Source: an optimization exercise on an open RTL-to-GDS flow (aim: small area). Production flows keep margins and buffers that such runs may drop.
In this exercise RTL edits were held to simulation tests only and were not proved equivalent to the original.
Power and IR drop assume default switching activity.

==> flow/design.v, too long to show whole: its modules and the start of the top module <==
// module top_robotic_arm: 930 lines
module top_robotic_arm (
    input clk,
    input reset,
    input rst,
    input load_rom_data,
    input select_source,
    input [9:0] x_accel,
    input [9:0] y_accel,
    input [9:0] z_accel,
    output [0:6] HEX_0, HEX_1, HEX_2, HEX_3, HEX_4, HEX_5,
    output [9:0] leds,
    output reg pwm_servo1,
    output reg pwm_servo2,
    output reg pwm_servo3,
    output hsync_out,
    output vsync_out,
    output [3:0] VGA_R,
    output [3:0] VGA_G,
    output [3:0] VGA_B
);
  // ...
==> flow/arm_commands.mem <==
000000110100100001110101101010
000100000001100010110010010111
010010100001011101100111101110
001011100001010000010100111001
011100100000010000100001110110
011100100100010011000101010000
010011011100000010010011100001
001100111001010100110101111000
011011000001000110010010111101
000100001100010111010001101010
010111101100000110010100101111
001010111000010100000110110010
010000111001011100010001000100
011111001001101111010111101000
001101101001100111100000000100
000000100100110100100110001101
==> flow/flow/run.sh <==
#!/bin/bash
# Layout flow:
#  1. the standard synthesis (std.v), the reference for the registers;
#  2. four candidate netlists: std.v with its combinational logic mapped
#     again by ABC for area (deepsyn with four seeds); flip-flops, their
#     names and cells stay those of std.v;
#  3. the smallest candidate that yosys proves equivalent to std.v is used
#     (std.v itself if none is);
#  4. the standard layout from that netlist, with 1x port buffers and a
#     clock tree without dummy loads.
# Each tool's output goes to a log file of its own here.
set -u
W=$PWD
F=$W/flow
LIB=$FLOW_HOME/platforms/$FLOW_PLATFORM/lib/sky130_fd_sc_hd__tt_025C_1v80.lib
R=orfs/results/$FLOW_PLATFORM/top_robotic_arm/base

bash standard.sh synth > synth_std.log 2>&1 || exit 1
cp $R/1_2_yosys.v std.v
mv orfs orfs_synth

DU=""
for c in $(sed -n '/^export DONT_USE_CELLS/,/^$/p' $FLOW_HOME/platforms/$FLOW_PLATFORM/config.mk | tr -d '\\' | grep -o 'sky130_fd_sc_hd__[a-z0-9_]*'); do
  DU="$DU -dont_use $c"
done

cand() { # name script-template seed
  sed -e "s#@SEED@#$3#g" $F/area.abc > $1.abc
  sed -e "s#@LIB@#$LIB#g" -e "s#@DU@#$DU#g" -e "s#@TOP@#$FLOW_TOP#g" \
      -e "s#@ABC@#$1.abc#g" -e "s#@OUT@#$1.v#g" $F/$2 > $1.ys
  yosys -s $1.ys > $1.log 2>&1 || rm -f $1.v
}
cand c1 resyn.ys.in 1 &
cand c2 resyn.ys.in 2 &
cand c3 resyn.ys.in 3 &
cand c4 resyn.ys.in 4 &
wait

area() { grep "Chip area for module '\\\\$FLOW_TOP'" $1.log | tail -1 | awk '{print $NF}'; }
: > candidates.txt
for c in c1 c2 c3 c4; do
  [ -f $c.v ] && echo "$(area $c) $c" >> candidates.txt
done
sort -g candidates.txt -o candidates.txt
cp std.v netlist.v
flops() { grep -oE "sky130_fd_sc_hd__(df|ed|sd|dl)[a-z0-9_]* +[^ ]+" $1 | sort; }
flops std.v > flops_std.txt
for c in $(awk '{print $2}' candidates.txt); do
  flops $c.v > flops_$c.txt
  cmp -s flops_std.txt flops_$c.txt || continue
  sed -e "s#@LIB@#$LIB#g" -e "s#@OUT@#$c.v#g" $F/equiv.ys.in > equiv_$c.ys
  if timeout 1200 yosys -s equiv_$c.ys > equiv_$c.log 2>&1; then
    cp $c.v netlist.v
    echo "chosen $c" >> candidates.txt
    break
  fi
done

bash standard.sh SYNTH_NETLIST_FILES=$W/netlist.v REMOVE_ABC_BUFFERS=1 \
  BUFFER_PORTS_ARGS="-buffer_cell sky130_fd_sc_hd__buf_1" \
  CTS_ARGS="-sink_clustering_enable -repair_clock_nets -dont_use_dummy_load -buf_list {sky130_fd_sc_hd__clkbuf_4 sky130_fd_sc_hd__clkbuf_8}" \
  finish > layout.log 2>&1
==> flow/flow/area.abc <==
strash
dc2
resub -K 6 -N 2
&get -n
&deepsyn -T 240 -S @SEED@
&put
dch -f
amap
strash
dch -f
amap
topo
==> flow/flow/equiv.ys.in <==
read_liberty -ignore_miss_func @LIB@
read_verilog std.v
rename top_robotic_arm gold
read_verilog @OUT@
rename top_robotic_arm gate
hierarchy -check
flatten gold gate
equiv_make gold gate equiv
equiv_simple -seq 2
equiv_induct -seq 2
equiv_status -assert
==> flow/flow/resyn.ys.in <==
read_liberty -ignore_miss_func @LIB@
read_verilog std.v
hierarchy -top top_robotic_arm
setattr -mod -set keep_hierarchy 1 sky130_fd_sc_hd__dfxtp_1 sky130_fd_sc_hd__dfxtp_2 sky130_fd_sc_hd__dfxtp_4 sky130_fd_sc_hd__conb_1
flatten
opt -purge
abc -liberty @LIB@ -script @ABC@ @DU@
opt_clean -purge
splitnets
opt_clean -purge
hilomap -singleton -hicell sky130_fd_sc_hd__conb_1 HI -locell sky130_fd_sc_hd__conb_1 LO
insbuf -buf sky130_fd_sc_hd__buf_4 A X
opt_clean -purge
stat -liberty @LIB@
select top_robotic_arm
write_verilog -noattr -nohex -nodec -selected @OUT@
==> flow/standard.sh <==
#!/bin/bash
# synth_recipe.tcl (not shown) runs the flow's synth.tcl, then flattens the netlist and writes it again
# the make line also repeats each setting of config.mk as NAME=value (left out here)
make -C /OpenROAD-flow-scripts/flow DESIGN_CONFIG=/design/flow/config.mk WORK_HOME=/design/flow/orfs CLKGATE_MAP_FILE= SYNTH_SCRIPT=/design/flow/synth_recipe.tcl "${@:-finish}"
==> flow/config.mk <==
export PLATFORM = sky130hd
export DESIGN_NAME = top_robotic_arm
export DESIGN_NICKNAME = top_robotic_arm
export VERILOG_FILES = /design/flow/design.v
export SDC_FILE = /design/flow/constraint.sdc
export NUM_CORES = 4
export LEC_CHECK = 0
export ABC_AREA = 1
export CAP_MARGIN = 20
export CORE_MARGIN = 2
export CORE_UTILIZATION = 40
export SLEW_MARGIN = 20
==> flow/constraint.sdc <==
create_clock -name core_clock -period 50.0 [get_ports {clk}]
set_input_delay 10.0000 -clock core_clock [delete_from_list [all_inputs] [get_ports {clk}]]
set_output_delay 10.0000 -clock core_clock [all_outputs]
set_load 0.01 [all_outputs]
==> reports/results.txt, run 1 <==
r2r endpoint = pwm_servo3
final antenna diode count = 0
worst clock skew = 0.0344 ns
commonest cells after routing, fill and taps aside = 267 x nor2_1, 161 x clkinv_1, 89 x dfxtp_1, 84 x nand2_1, 83 x buf_1
WL met3 = 1340 um
outcome = no timing/DRC/antenna violations
crit-path max FO = 30
dpl hpwl = 16100 um
DR WL/cell = 14.5 um
Non-Clock Buffer Count = 91
WL met2 = 8950 um
final hold violations = 0
largest cell class by area = multi-input gates
Setup CP Type = in2out
Tcrit/Tclk final = 59.6%
Worst path most repeated cell = nor2_1
clk buf depth = 2
drt pass-1 iters = 10
port bufs = 83
ANT nets after route = 0
clock share of power = 22.6%
post-route minimum period = 29.79 ns
Placed Area = 7180 um^2
Die Wd = 134 um
switching part of the total = 37.3%
Worst-Skew Late Latency = 0.37 ns
Post-CTS Hold Fix Bufs = 0
==> run 2: changes to the inputs <==
--- a/flow/design.v
+++ b/flow/design.v
@@ -34,23 +34,25 @@
     begin
         g = 1'b0;
         for (i = 0; i < 9; i = i + 1)
             g = (a[i] & ~b[i]) | (~(a[i] ^ b[i]) & g);
         gt9 = g;
     end
 endfunction
 reg [12:0] deb_cnt;
-wire deb_match = deb_cnt[12] & deb_cnt[9] & deb_cnt[8] & deb_cnt[7] & deb_cnt[3];  
-wire deb_two = (deb_cnt == 13'd2);  
+wire deb_match = (deb_cnt == 13'd1715);  
+wire deb_two = (deb_cnt == 13'd7);       
 always @(posedge clk)
-    if (reset | deb_match)
-        deb_cnt <= {12'd0, ~reset};
+    if (reset)
+        deb_cnt <= 13'd1;
+    else if (deb_match)
+        deb_cnt <= 13'd3;
     else
-        deb_cnt <= deb_cnt + 13'd1;
+        deb_cnt <= {deb_cnt[11:0], deb_cnt[12] ^ deb_cnt[0]};
 reg rst_lvl, rst_rise, load_lvl, load_rise;
 always @(posedge clk)
     if (reset) begin
         rst_lvl <= 1'b0;
         rst_rise <= 1'b0;
         load_lvl <= 1'b0;
         load_rise <= 1'b0;
     end else if (deb_match) begin
@@ -104,36 +106,36 @@
 wire [9:0] zs = select_source ? z_accel : rom_word[9:0];
 assign leds = {{5{zs[9]}}, {5{~zs[9]}}};
 reg [13:0] q;
 reg [7:0] s;
 reg [4:0] acc;
 wire q_wrap = q[13] & q[12] & q[10] & q[8] & q[5] & q[2] & q[1] & q[0];  
 wire late = (q[13:9] != 5'd0);                                         
 wire long_step = late ? ge_c(acc, 22) : ((acc == 5'd0) | ge_c(acc, 23));
-wire step = long_step ? (s == 8'd83) : (s == 8'd169);
+wire step = long_step ? (s == 8'd185) : (s == 8'd184);
 reg [4:0] acc_next;
 integer ai;
 always @* begin
     acc_next = 5'd0;
     for (ai = 0; ai < 27; ai = ai + 1)
         if (acc == ai)
             acc_next = (ai + 5) % 27;
 end
 always @(posedge clk)
     if (rstp | q_wrap) begin
         q <= 14'd107;
-        s <= 8'd1;
+        s <= 8'd0;
         acc <= 5'd0;
     end else if (step) begin
         q <= q + 14'd1;
-        s <= 8'd1;
+        s <= 8'd0;
         acc <= acc_next;
     end else begin
-        s <= {s[6:0], s[7] ^ s[2]};
+        s <= s + 8'd1;
     end
 wire ph0 = ~ge_c(q, 242);
 wire ph1 = ~ph0 & ~late;
 wire ph2 = (q[13:9] == 5'd1) & ~ge_c(q[8:0], 270);
 function pwm_level(input [9:0] v, input [8:0] t, input p0, input p1, input p2);
     reg gt;
     begin
         gt = gt9(v[8:0], t);
@@ -201,17 +203,18 @@
 wire h_nz = (xd[11:8] != 4'd0);
 wire t_nz = (xd[7:4] != 4'd0);
 assign HEX_0 = seg7(xd[3:0]);
 assign HEX_1 = (t_nz | h_nz) ? seg7(xd[7:4]) : (x_neg ? 7'b1111110 : 7'b1111111);
 assign HEX_2 = h_nz ? seg7(xd[11:8]) : ((x_neg & t_nz) ? 7'b1111110 : 7'b1111111);
 assign HEX_3 = {6'b111111, ~(x_neg & h_nz)};
 assign HEX_4 = 7'b1111111;
 assign HEX_5 = 7'b1111111;
-wire half = deb_cnt[0];
+reg half;
+always @(posedge clk) half <= ~reset & ~half;
 reg [7:0] ca;
 reg [2:0] cb;
 reg [3:0] la;
 reg [5:0] lb;
 wire cb_end = cb[2];                                   
 wire cx_end = ca[7] & ca[5] & (cb == 3'd0);            
 wire lb_end = lb[5] & lb[4] & lb[0];                   
 wire cy_end = la[3] & la[1] & lb[4] & lb[3] & lb[0];   
==> run 2 against run 1 <==
Net effect:
- sequential power grew 1%
- die area shrank 0.48%
- synthesized cell count shrank 1.2%
- core utilization shrank 0.46 points
- fmax shrank 0.18%
- global-route usage shrank 0.25 points
- design area shrank 1.0%
- still clean
- via count shrank 2.8%
==> reports/results.txt, run 2 <==
share of layout cells above drive strength 1 = 1.13%
Peak VDD IR = 0.0185 mV
Crit. End Element = primary output
GRT Overall Usage = 21.8%
DR iter-0 viols = 583
Req. time, crit path = 40.00 ns
final hold violations = 0 (unchanged)
Crit. Startpoint = select_source
port bufs = 83 (unchanged)
Placed Area = 7120 um^2 (-0.91%)
Worst Max-Slew Pin Slew = 1.06 ns
Regs by FF count = pos x15, q x14, deb_cnt x13
Pins Over Slew Limit = 0
post-route minimum period = 29.84 ns (+0.0550 ns)
cell area after synthesis = 6730 um^2
Clock Root Buffer = clkbuf_8
Final setup viols = 0
largest net degree at the start of global routing = 33
synth warn = 0
commonest cells after routing, fill and taps aside = 265 x nor2_1, 151 x clkinv_1, 90 x dfxtp_1, 87 x nand2_1, 83 x buf_1
Worst-path clk slew = 0.07 ns
internal power = 0.108 mW
final-stage net count = 1183
Setup CP Type = in2out
DR WL/cell = 14.4 um (-0.76%)
ANT nets after route = 0 (unchanged)
Top reg by flops = pos
core area = 16500 um^2
power density cells = 23.9 nW/um^2
drt total wl = 19600 um
Worst-Skew Late Latency = 0.36 ns (about the same)
Tcrit/Tclk final = 59.7% (+0.11 points)
Hold Startpoint = s[0]
Layout area overhead = 7.68%
drt drc = 0
Die Wd = 134 um (-0.24%)
dpl ws = 20.10 ns
CP max stage cell = a221oi_1
Final GP Congestion = 0.995
r2r startpoint = valid
vias in the first global route = 6787
Setup WS post-layout = 20.16 ns
post-cts resize count = 0
die area = 17900 um^2
RSZ-0062 raised after global routing = false
clk buf depth = 2 (unchanged)
initial core utilization = 40.7%
Layout Cells excl Fill = 1366
startpoint types = primary input
commonest non-fill, non-tap cell in the layout = nor2_1
Max-slew headroom = 29.6%
die height = 134 um
postcts setup bufs = 0
sequential power share = 42.3%
slowest cell delay on critical path = 0.90 ns
outcome = no timing/DRC/antenna violations
Rows = 47
Overflow after GRT = 0
vias per std cell = 5.54
P_sw = 0.0654 mW
Fillers = 1808
Worst path most repeated cell = nor2_1
Num CTS Buffers = 9
max FFs per register = 15
htree depth = 3
initial antenna violation count = 0
logic gate share of total power = 35.5%
DP Cell Count = 1357
achievable frequency = 33.5 MHz
Clock Sinks = 90
clock share of power = 22.1% (-0.5 points)
drt pass-1 iters = 6 (-4)
number of max-cap violations = 0
Post-Syn Instances = 1071
num ports = 104
setup TNS = 0 ns
LEAKAGE = 2.45 nW
vias = 7563
final antenna diode count = 0 (unchanged)
dpl hpwl = 15700 um (-2.6%)
WP data arrival = 19.84 ns
first-pass GRT wire length = 32300 um
Post-CTS Hold Fix Bufs = 0 (unchanged)
switching part of the total = 37.8% (+0.50 points)
post-layout instance area = 7240 um^2
syn avg cell area = 6.28 um^2
crit-path max FO = 32 (+6.7%)
CTS tree = built
worst clock skew = 0.0308 ns (-0.00353 ns)
Final Util = 43.8%
worst hold path class = reg2reg
[run 2: cell count changes in the layout (fill, tap and decap cells not counted), sizes merged, moves of 5 or more]
cell    previous run  this run
nor4              14         6
o22ai             43        37
clkinv           161       151
nand3             13         7
or2                4        14
nand4              7        12
[run 2: worst paths after layout]
check,slack [ns],cells past startpoint,end
max,20.16,49,VGA_G[2]
min,0.42,1,s[0]
max reg2reg,45.17,21,pwm_servo1
min reg2reg,0.42,1,s[0]
[run 2: per-layer routing]
layer  wire length (um)  track usage (%)  vias to the layer above
li1                   -                -                     3888
met1               9230             29.5                     3341
met2               8500             34.9                      292
met3               1370             3.73                       42
met4                535             8.04                        0
met5                  0                0                        -
[run 2: layout make-up]
type | instances | area, um^2 | share of cell area, %
Sequential cell | 90 | 1800 | 24.9
Tap cell | 220 | 275 | 3.80
Inverter | 151 | 567 | 7.83
Multi-Input combinational cell | 809 | 4130 | 57.1
Timing Repair Buffer | 87 | 342 | 4.72
Clock buffer | 9 | 124 | 1.71
[run 2: per-stage QoR]
step / power (mW) / hold slack (ns)
3_5_place_dp: 0.136 / 0.417
5_1_grt: 0.186 / 0.450
3_3_place_gp: 0.136 / 0.409
2_1_floorplan: 0.119 / 0.401
6_report: 0.173 / 0.422
4_1_cts: 0.174 / 0.428
[run 2: worst max-delay path, delay by kind of cell]
family,cells,cell delay [ns]
AND/OR/NAND/NOR,21,3.49
buffers and inverters,10,1.61
AO/OA/AOI/OAI,18,4.72
[run 2: power by group through the flow]
stage	Clock (mW)	Combinational, mW	Sequential (mW)
final	0.0383	0.0616	0.0733
after CTS	0.0399	0.0611	0.0733
after global routing	0.0426	0.0700	0.0735
after detailed placement	0	0.0609	0.0750
after floorplan	0	0.0442	0.0748
after global placement	0	0.0610	0.0750

-- re-timing with driven ports --
How much do the figures lean on ideal ports? The routed layouts below were timed once more, with nothing changed but the port constraints. Step 1 assumes that a clkbuf_16 drives the clock port and a buf_2 every other input. Step 2 moves the port delays by t, midway between the first and last clock arrival at a register: inputs arrive t later, outputs are due t later. That takes back most of the time a late clock gives input paths. Three values: ideal, step 1, step 2; two values: the first two.
| run | t, ns | setup WS [ns] | hold WS [ns] | slew at the worst register clock pin (ns) | pins driven straight from the clock port |
|---|---|---|---|---|---|
| run 1 | 0.387 | 20.212 / 20.190 / 20.190 | 0.438 / 0.438 / 0.438 | 0.09 / 0.09 | 1 |
| run 2 | 0.377 | 20.157 / 20.138 / 20.138 | 0.422 / 0.422 / 0.422 | 0.09 / 0.09 | 1 |
After both steps every run listed still meets setup and hold. For run 1, which loses most, drivers alone change the setup slack by -0.022 ns; drivers and shift together by -0.022 ns.
